Context: an optimization exercise on an open-source flow, tuned for small area, a short achievable clock period and few clock cycles. The choices shown serve that exercise and are no tape-out recipe.
At most, simulation tests tie the RTL to the original design; equivalence was not proved.

==> job 570 <==
Design riscie, start of the top module:
module riscie(
	input clk,
	input reset,
	output [31:0] imem_addr,
	input [31:0] imem_rdata,
	output [31:0] dmem_addr,
	output [31:0] dmem_wdata,
	output dmem_we,
	input [31:0] dmem_rdata
);
==> module riscie, before the edit <==
module riscie(
	input clk,
	input reset,
	output [31:0] imem_addr,
	input [31:0] imem_rdata,
	output [31:0] dmem_addr,
	output [31:0] dmem_wdata,
	output dmem_we,
	input [31:0] dmem_rdata
);
	reg [31:1] pc;
	assign imem_addr = {pc, 1'b0};
	wire [31:0] fi = imem_rdata;
	wire f_beq = fi[6:0] == 7'b1100011 && fi[14:12] == 3'b000;
	wire f_pred = f_beq && (fi[19:15] == fi[24:20] || fi[31]);
	wire [12:1] f_immb = {fi[31], fi[7], fi[30:25], fi[11:8]};
	wire [12:0] f_lo = {1'b0, pc[12:1]} + {1'b0, f_immb};
	wire [31:13] pc_hi_inc = pc[31:13] + 19'd1;
	wire [31:13] pc_hi_dec = pc[31:13] - 19'd1;
	wire [31:13] f_hi = (f_lo[12] & ~fi[31]) ? pc_hi_inc :
		(~f_lo[12] & fi[31]) ? pc_hi_dec : pc[31:13];
	wire [31:1] f_target = {f_hi, f_lo[11:0]};
	wire [31:1] pc_plus4 = pc + 31'd2;
	reg [31:0] d_inst;
	reg [31:1] d_pc;
	reg d_pred, d_valid;
	wire [4:0] d_rs1 = d_inst[19:15];
	wire [4:0] d_rs2 = d_inst[24:20];
	wire [4:0] d_rd = d_inst[11:7];
	wire [6:0] d_op = d_inst[6:0];
	wire d_isR = d_op == 7'b0110011;
	wire d_isI = d_op == 7'b0010011;
	wire d_isL = d_op == 7'b0000011;
	wire d_isS = d_op == 7'b0100011;
	wire d_isB = d_op == 7'b1100011;
	wire d_we = d_valid && (d_isR || d_isI || d_isL) && d_rd != 5'd0;
	wire d_uses2 = d_isR || d_isS || d_isB;
	reg [31:0] e_a, e_b;
	reg [11:0] e_imm;
	reg [31:1] e_alt;
	reg [4:0] e_rd;
	reg e_fwda, e_fwdb, e_useimm, e_sub, e_and, e_or;
	reg e_we, e_ld, e_st, e_br, e_pred;
	reg [31:0] m_res, m_wdata;
	reg [4:0] m_rd;
	reg m_we, m_ld, m_st;
	reg [31:0] rf [1:31];
	wire [31:0] wb_data = m_ld ? dmem_rdata : m_res;
	always @(posedge clk)
		if (m_we)
			rf[m_rd] <= wb_data;
	wire [31:0] r1 = (d_rs1 == 5'd0) ? 32'd0 : rf[d_rs1];
	wire [31:0] r2 = (d_rs2 == 5'd0) ? 32'd0 : rf[d_rs2];
	wire byp1 = m_we && m_rd == d_rs1;
	wire byp2 = m_we && m_rd == d_rs2;
	wire [31:0] d_a = byp1 ? wb_data : r1;
	wire [31:0] d_b = byp2 ? wb_data : r2;
	wire stall = e_ld && (e_rd == d_rs1 || (d_uses2 && e_rd == d_rs2));
	wire [31:1] d_pc4 = d_pc + 31'd2;
	wire [31:1] d_tgt = d_pc + {{19{d_inst[31]}}, d_inst[31], d_inst[7], d_inst[30:25], d_inst[11:8]};
	wire [31:0] x_a = e_fwda ? m_res : e_a;
	wire [31:0] x_b = e_fwdb ? m_res : e_b;
	wire [31:0] x_op2 = e_useimm ? {{20{e_imm[11]}}, e_imm} : x_b;
	wire [31:0] x_sum = x_a + (x_op2 ^ {32{e_sub}}) + {31'd0, e_sub};
	wire [31:0] x_res = e_and ? (x_a & x_op2) : e_or ? (x_a | x_op2) : x_sum;
	wire x_eq = x_a == x_b;
	wire redirect = e_br && (x_eq != e_pred);
	assign dmem_addr = m_res;
	assign dmem_wdata = m_wdata;
	assign dmem_we = m_st;
	always @(posedge clk) begin
		if (reset)
			pc <= 31'd0;
		else if (redirect)
			pc <= e_alt;
		else if (!stall)
			pc <= f_pred ? f_target : pc_plus4;
		if (reset || redirect)
			d_valid <= 1'b0;
		else if (!stall)
			d_valid <= 1'b1;
		if (!stall) begin
			d_inst <= fi;
			d_pc <= pc;
			d_pred <= f_pred;
		end
		e_a <= d_a;
		e_b <= d_b;
		e_imm <= d_isS ? {d_inst[31:25], d_inst[11:7]} : d_inst[31:20];
		e_alt <= d_pred ? d_pc4 : d_tgt;
		e_rd <= d_rd;
		e_fwda <= e_we && e_rd == d_rs1;
		e_fwdb <= e_we && e_rd == d_rs2;
		e_useimm <= !d_isR;
		e_sub <= d_isR && d_inst[30];
		e_and <= d_isR && d_inst[14:12] == 3'b111;
		e_or <= d_isR && d_inst[14:12] == 3'b110;
		e_pred <= d_pred;
		if (reset || redirect || stall || !d_valid) begin
			e_we <= 1'b0;
			e_ld <= 1'b0;
			e_st <= 1'b0;
			e_br <= 1'b0;
		end else begin
			e_we <= d_we;
			e_ld <= d_isL && d_we;
			e_st <= d_isS;
			e_br <= d_isB && d_inst[14:12] == 3'b000;
		end
		m_res <= x_res;
		m_wdata <= x_b;
		m_rd <= e_rd;
		if (reset) begin
			m_we <= 1'b0;
			m_ld <= 1'b0;
			m_st <= 1'b0;
		end else begin
			m_we <= e_we;
			m_ld <= e_ld;
			m_st <= e_st;
		end
	end
endmodule
Settings: LEC_CHECK=0, CAP_MARGIN=20, CORE_MARGIN=2, CORE_UTILIZATION=40, PLACE_DENSITY=0.6, SLEW_MARGIN=20; clock period 8.0 ns.
run.sh (not shown) runs the stock make flow with config.mk's settings and CLKGATE_MAP_FILE= SYNTH_SCRIPT=/design/flow/synth_recipe.tcl, a recipe that flattens the netlist after the stock synthesis.
==> job 6134: changes against job 570 <==
==> flow/design.v (replaced) <==
module riscie(
	input clk,
	input reset,
	output [31:0] imem_addr,
	input [31:0] imem_rdata,
	output [31:0] dmem_addr,
	output [31:0] dmem_wdata,
	output dmem_we,
	input [31:0] dmem_rdata
);
	reg [31:1] pc;
	assign imem_addr = {pc, 1'b0};
	wire [31:0] fi = imem_rdata;
	wire f_beq = fi[6:0] == 7'b1100011 && fi[14:12] == 3'b000;
	wire f_pred = f_beq && (fi[19:15] == fi[24:20] || fi[31]);
	wire [12:1] f_immb = {fi[31], fi[7], fi[30:25], fi[11:8]};
	wire [11:0] f_g = pc[12:1] & f_immb;
	wire [11:0] f_p = pc[12:1] ^ f_immb;
	wire [11:0] fg [0:4];
	wire [11:0] fp [0:4];
	assign fg[0] = f_g;
	assign fp[0] = f_p;
	genvar fk, fj;
	generate
		for (fk = 0; fk < 4; fk = fk + 1) begin : fks
			for (fj = 0; fj < 12; fj = fj + 1) begin : fksbit
				if (fj >= (1 << fk)) begin : fksop
					assign fg[fk+1][fj] = fg[fk][fj] | (fp[fk][fj] & fg[fk][fj - (1 << fk)]);
					assign fp[fk+1][fj] = fp[fk][fj] & fp[fk][fj - (1 << fk)];
				end else begin : fkspass
					assign fg[fk+1][fj] = fg[fk][fj];
					assign fp[fk+1][fj] = fp[fk][fj];
				end
			end
		end
	endgenerate
	wire [11:0] f_lo = f_p ^ {fg[4][10:0], 1'b0};
	wire f_cout = fg[4][11];
	wire [31:13] pc_hi_inc = pc[31:13] + 19'd1;
	wire [31:13] pc_hi_dec = pc[31:13] - 19'd1;
	wire [31:13] f_hi1 = fi[31] ? pc[31:13] : pc_hi_inc;    
	wire [31:13] f_hi0 = fi[31] ? pc_hi_dec : pc[31:13];    
	wire [31:13] f_hi = f_cout ? f_hi1 : f_hi0;
	wire [31:1] f_target = {f_hi, f_lo};
	wire [31:1] pc_plus4 = pc + 31'd2;
	reg [31:0] d_inst;
	reg [31:1] d_alt;    
	reg d_pred, d_valid;
	reg [31:1] d_sel1, d_sel2;   
	wire [4:0] d_rs1 = d_inst[19:15];
	wire [4:0] d_rs2 = d_inst[24:20];
	wire [4:0] d_rd = d_inst[11:7];
	wire [6:0] d_op = d_inst[6:0];
	wire d_isR = d_op == 7'b0110011;
	wire d_isI = d_op == 7'b0010011;
	wire d_isL = d_op == 7'b0000011;
	wire d_isS = d_op == 7'b0100011;
	wire d_isB = d_op == 7'b1100011;
	wire d_we = d_valid && (d_isR || d_isI || d_isL) && d_rd != 5'd0;
	wire d_uses2 = d_isR || d_isS || d_isB;
	reg [31:0] e_a;    
	reg [31:0] e_b;    
	reg [31:0] e_sd;   
	reg [31:1] e_alt;
	reg [4:0] e_rd;
	reg e_fwds, e_sub, e_and, e_or;
	reg e_we, e_ld, e_st, e_br, e_pred;
	reg [31:0] m_res, m_wdata;
	reg [31:0] m_fa, m_fb;   
	reg [4:0] m_rd;
	reg m_we, m_ld, m_st;
	reg [31:0] rf [1:31];
	wire [31:0] wb_data = m_ld ? dmem_rdata : m_res;
	always @(posedge clk)
		if (m_we)
			rf[m_rd] <= wb_data;
	reg [31:0] r1, r2;
	integer i;
	always @(*) begin
		r1 = 32'd0;
		r2 = 32'd0;
		for (i = 1; i < 32; i = i + 1) begin
			r1 = r1 | (rf[i] & {32{d_sel1[i]}});
			r2 = r2 | (rf[i] & {32{d_sel2[i]}});
		end
	end
	reg byp1, byp2;
	wire [31:0] d_a = byp1 ? wb_data : r1;
	wire [31:0] d_b = byp2 ? wb_data : r2;
	reg stall_q;
	wire stall = stall_q;
	wire f_isB = fi[6:0] == 7'b1100011;
	wire f_uses2 = fi[6:0] == 7'b0110011 || f_isB;
	wire stall_next = !stall && d_valid && d_isL && d_rd != 5'd0 &&
		(fi[19:15] == d_rd || (f_uses2 && fi[24:20] == d_rd));
	wire [31:0] d_imm = d_isS ? {{20{d_inst[31]}}, d_inst[31:25], d_inst[11:7]} :
		{{20{d_inst[31]}}, d_inst[31:20]};
	wire d_sub = d_isR && d_inst[30];
	wire [31:0] d_op2 = (d_isR || d_isB) ? d_b : d_imm;
	reg d_fwda, d_fwdb;
	wire [4:0] n_rs1 = stall ? d_rs1 : fi[19:15];
	wire [4:0] n_rs2 = stall ? d_rs2 : fi[24:20];
	wire [31:0] x_a = e_a | m_fa;
	wire [31:0] x_b = e_b | m_fb;
	wire [31:0] x_g = x_a & x_b;
	wire [31:0] x_p = x_a ^ x_b;
	wire [31:0] kg [0:5];
	wire [31:0] kp [0:5];
	assign kg[0] = {x_g[31:1], x_g[0] | (x_p[0] & e_sub)};
	assign kp[0] = x_p;
	genvar k, j;
	generate
		for (k = 0; k < 5; k = k + 1) begin : ks
			for (j = 0; j < 32; j = j + 1) begin : ksbit
				if (j >= (1 << k)) begin : ksop
					assign kg[k+1][j] = kg[k][j] | (kp[k][j] & kg[k][j - (1 << k)]);
					assign kp[k+1][j] = kp[k][j] & kp[k][j - (1 << k)];
				end else begin : kspass
					assign kg[k+1][j] = kg[k][j];
					assign kp[k+1][j] = kp[k][j];
				end
			end
		end
	endgenerate
	wire [31:0] x_c = {kg[5][30:0], e_sub};   
	wire x_logic = e_and | e_or;
	wire [31:0] x_lres = e_and ? (x_a & x_b) : (x_a | x_b);
	wire [31:0] x_r0 = x_logic ? x_lres : x_p;
	wire [31:0] x_r1 = x_logic ? x_lres : ~x_p;
	wire [31:0] x_res = (x_c & x_r1) | (~x_c & x_r0);
	wire [31:0] x_fa0 = x_r0 & {32{d_fwda}};
	wire [31:0] x_fa1 = x_r1 & {32{d_fwda}};
	wire [31:0] x_fb0 = (x_r0 ^ {32{d_sub}}) & {32{d_fwdb}};
	wire [31:0] x_fb1 = (x_r1 ^ {32{d_sub}}) & {32{d_fwdb}};
	wire x_eq = x_a == x_b;
	wire [31:0] x_sd = e_fwds ? wb_data : e_sd;
	wire redirect = e_br && (x_eq != e_pred);
	assign dmem_addr = m_res;
	assign dmem_wdata = m_wdata;
	assign dmem_we = m_st;
	always @(posedge clk) begin
		if (reset)
			pc <= 31'd0;
		else if (redirect)
			pc <= e_alt;
		else if (!stall)
			pc <= f_pred ? f_target : pc_plus4;
		stall_q <= !reset && stall_next;
		if (reset || redirect)
			d_valid <= 1'b0;
		else if (!stall)
			d_valid <= 1'b1;
		if (!stall) begin
			d_inst <= fi;
			d_alt <= f_pred ? pc_plus4 : f_target;
			d_pred <= f_pred;
		end
		for (i = 1; i < 32; i = i + 1) begin
			d_sel1[i] <= n_rs1 == i;
			d_sel2[i] <= n_rs2 == i;
		end
		byp1 <= !reset && e_we && e_rd == n_rs1;
		byp2 <= !reset && e_we && e_rd == n_rs2;
		d_fwda <= !reset && !stall && d_we && d_rd == fi[19:15];
		d_fwdb <= !reset && !stall && d_we && d_rd == fi[24:20] && (fi[6:0] == 7'b0110011 || f_isB);
		e_a <= d_a & {32{!d_fwda}};
		e_b <= (d_op2 ^ {32{d_sub}}) & {32{!d_fwdb}};
		e_sd <= d_b;
		e_alt <= d_alt;
		e_rd <= d_rd;
		e_fwds <= e_we && e_rd == d_rs2;
		e_sub <= d_sub;
		e_and <= d_isR && d_inst[14:12] == 3'b111;
		e_or <= d_isR && d_inst[14:12] == 3'b110;
		e_pred <= d_pred;
		if (reset || redirect || stall || !d_valid) begin
			e_we <= 1'b0;
			e_ld <= 1'b0;
			e_st <= 1'b0;
			e_br <= 1'b0;
		end else begin
			e_we <= d_we;
			e_ld <= d_isL && d_we;
			e_st <= d_isS;
			e_br <= d_isB && d_inst[14:12] == 3'b000;
		end
		m_res <= x_res;
		m_fa <= (x_c & x_fa1) | (~x_c & x_fa0);
		m_fb <= (x_c & x_fb1) | (~x_c & x_fb0);
		m_wdata <= x_sd;
		m_rd <= e_rd;
		if (reset) begin
			m_we <= 1'b0;
			m_ld <= 1'b0;
			m_st <= 1'b0;
		end else begin
			m_we <= e_we;
			m_ld <= e_ld;
			m_st <= e_st;
		end
	end
endmodule
- CELL_PAD_IN_SITES_DETAIL_PLACEMENT: not set -> 1
- CTS_BUF_LIST: not set -> sky130_fd_sc_hd__clkbuf_8
- CTS_CLUSTER_DIAMETER: not set -> 50
- CTS_CLUSTER_SIZE: not set -> 16
- SETUP_SLACK_MARGIN: not set -> 4.8
==> job 9229: changes against job 570 <==
--- a/flow/design.v
+++ b/flow/design.v
@@ -23,5 +23,5 @@
 	wire [31:1] pc_plus4 = pc + 31'd2;
 	reg [31:0] d_inst;
-	reg [31:1] d_pc;
+	reg [31:1] d_alt;    
 	reg d_pred, d_valid;
 	wire [4:0] d_rs1 = d_inst[19:15];
@@ -36,9 +36,10 @@
 	wire d_we = d_valid && (d_isR || d_isI || d_isL) && d_rd != 5'd0;
 	wire d_uses2 = d_isR || d_isS || d_isB;
-	reg [31:0] e_a, e_b;
-	reg [11:0] e_imm;
+	reg [31:0] e_a;    
+	reg [31:0] e_b;    
+	reg [31:0] e_sd;   
 	reg [31:1] e_alt;
 	reg [4:0] e_rd;
-	reg e_fwda, e_fwdb, e_useimm, e_sub, e_and, e_or;
+	reg e_fwda, e_fwdb, e_fwds, e_sub, e_and, e_or;
 	reg e_we, e_ld, e_st, e_br, e_pred;
 	reg [31:0] m_res, m_wdata;
@@ -50,19 +51,34 @@
 		if (m_we)
 			rf[m_rd] <= wb_data;
-	wire [31:0] r1 = (d_rs1 == 5'd0) ? 32'd0 : rf[d_rs1];
-	wire [31:0] r2 = (d_rs2 == 5'd0) ? 32'd0 : rf[d_rs2];
+	reg [31:0] r1, r2;
+	integer i;
+	always @(*) begin
+		r1 = 32'd0;
+		r2 = 32'd0;
+		for (i = 1; i < 32; i = i + 1) begin
+			r1 = r1 | (rf[i] & {32{d_rs1 == i}});
+			r2 = r2 | (rf[i] & {32{d_rs2 == i}});
+		end
+	end
 	wire byp1 = m_we && m_rd == d_rs1;
 	wire byp2 = m_we && m_rd == d_rs2;
 	wire [31:0] d_a = byp1 ? wb_data : r1;
 	wire [31:0] d_b = byp2 ? wb_data : r2;
-	wire stall = e_ld && (e_rd == d_rs1 || (d_uses2 && e_rd == d_rs2));
-	wire [31:1] d_pc4 = d_pc + 31'd2;
-	wire [31:1] d_tgt = d_pc + {{19{d_inst[31]}}, d_inst[31], d_inst[7], d_inst[30:25], d_inst[11:8]};
+	reg stall_q;
+	wire stall = stall_q && d_valid;
+	wire f_isB = fi[6:0] == 7'b1100011;
+	wire f_uses2 = fi[6:0] == 7'b0110011 || fi[6:0] == 7'b0100011 || f_isB;
+	wire stall_next = !stall && d_valid && d_isL && d_rd != 5'd0 &&
+		(fi[19:15] == d_rd || (f_uses2 && fi[24:20] == d_rd));
+	wire [31:0] d_imm = d_isS ? {{20{d_inst[31]}}, d_inst[31:25], d_inst[11:7]} :
+		{{20{d_inst[31]}}, d_inst[31:20]};
+	wire d_sub = d_isR && d_inst[30];
+	wire [31:0] d_op2 = (d_isR || d_isB) ? d_b : d_imm;
 	wire [31:0] x_a = e_fwda ? m_res : e_a;
-	wire [31:0] x_b = e_fwdb ? m_res : e_b;
-	wire [31:0] x_op2 = e_useimm ? {{20{e_imm[11]}}, e_imm} : x_b;
-	wire [31:0] x_sum = x_a + (x_op2 ^ {32{e_sub}}) + {31'd0, e_sub};
-	wire [31:0] x_res = e_and ? (x_a & x_op2) : e_or ? (x_a | x_op2) : x_sum;
+	wire [31:0] x_b = e_fwdb ? (m_res ^ {32{e_sub}}) : e_b;
+	wire [31:0] x_sum = x_a + x_b + {31'd0, e_sub};
+	wire [31:0] x_res = e_and ? (x_a & x_b) : e_or ? (x_a | x_b) : x_sum;
 	wire x_eq = x_a == x_b;
+	wire [31:0] x_sd = e_fwds ? m_res : e_sd;
 	wire redirect = e_br && (x_eq != e_pred);
 	assign dmem_addr = m_res;
@@ -76,4 +92,5 @@
 		else if (!stall)
 			pc <= f_pred ? f_target : pc_plus4;
+		stall_q <= stall_next;
 		if (reset || redirect)
 			d_valid <= 1'b0;
@@ -82,16 +99,16 @@
 		if (!stall) begin
 			d_inst <= fi;
-			d_pc <= pc;
+			d_alt <= f_pred ? pc_plus4 : f_target;
 			d_pred <= f_pred;
 		end
 		e_a <= d_a;
-		e_b <= d_b;
-		e_imm <= d_isS ? {d_inst[31:25], d_inst[11:7]} : d_inst[31:20];
-		e_alt <= d_pred ? d_pc4 : d_tgt;
+		e_b <= d_op2 ^ {32{d_sub}};
+		e_sd <= d_b;
+		e_alt <= d_alt;
 		e_rd <= d_rd;
 		e_fwda <= e_we && e_rd == d_rs1;
-		e_fwdb <= e_we && e_rd == d_rs2;
-		e_useimm <= !d_isR;
-		e_sub <= d_isR && d_inst[30];
+		e_fwdb <= e_we && e_rd == d_rs2 && (d_isR || d_isB);
+		e_fwds <= e_we && e_rd == d_rs2;
+		e_sub <= d_sub;
 		e_and <= d_isR && d_inst[14:12] == 3'b111;
 		e_or <= d_isR && d_inst[14:12] == 3'b110;
@@ -109,5 +126,5 @@
 		end
 		m_res <= x_res;
-		m_wdata <= x_b;
+		m_wdata <= x_sd;
 		m_rd <= e_rd;
 		if (reset) begin
- SETUP_SLACK_MARGIN: not set -> 4.0
==> results.txt <==
metric                                                                       job 6134          job 570        job 9229
Outcome                                                                finished clean   finished clean  finished clean
Slowest stage cell on the critical path                                         or3_1  clkdlybuf4s50_1          nor3_1
Count of buffering cells on the critical path with inverters included               5                2               1
Sinks on the clock net                                                           1432             1293            1304
Multi-input gate share of the layout cell area                                  29.5%            35.4%           30.0%
Total routing usage reported by global routing                                  35.6%            23.5%           34.6%
Cell Area, Synth                                                            59900 µm²        63000 µm²       57700 µm²
Share of layout cells above drive strength 1                                    18.8%            22.3%           11.9%
Largest net degree at the start of global routing                                  65              134              49
Met1 Routed Length                                                            96.9 mm          80.5 mm         91.5 mm
Min-Delay Endpoint                                                          e_alt[28]          m_rd[0]       e_alt[27]
Post-Route Utilization                                                          46.5%            46.0%           46.5%
RSZ-0062 raised after global routing                                              yes               no             yes
Router iterations before antenna repair                                             9                6               9
Testbench counts of job 6134, summed over its fixed seeds: cycles 59,624.
No functional check of the RTL was part of job 570 and job 9229.

separate check: timing with driven ports:
The flow's constraints put no driver on any port. The routed layouts listed below were extracted and timed again, unchanged, in two steps. Step 1, drivers: a clkbuf_16 drives clk and a buf_2 each remaining input, both assumed. Step 2, shift: input delay + t, output delay - t, t = (earliest + latest rising clock arrival at the registers) / 2. This alone moves slack from input paths to output paths. Three values: ideal ports, drivers, drivers and shift; two values: the first two.
| run | t, ns | setup WS [ns] | worst setup path at the end | slew at the worst register clock pin (ns) |
|---|---|---|---|---|
| job 570 | 0.863 | 1.342 / 1.395 / 0.531 | input to register | 0.07 / 0.07 |
| job 6134 | 1.022 | 4.456 / 4.508 / 3.486 | input to register | 0.11 / 0.11 |
| job 9229 | 0.859 | 3.863 / 3.863 / 3.331 | input to register | 0.07 / 0.07 |
After both steps setup and hold are still met in every run listed. For job 6134, which loses most, drivers alone change the setup slack by +0.052 ns; drivers and shift together by -0.970 ns.
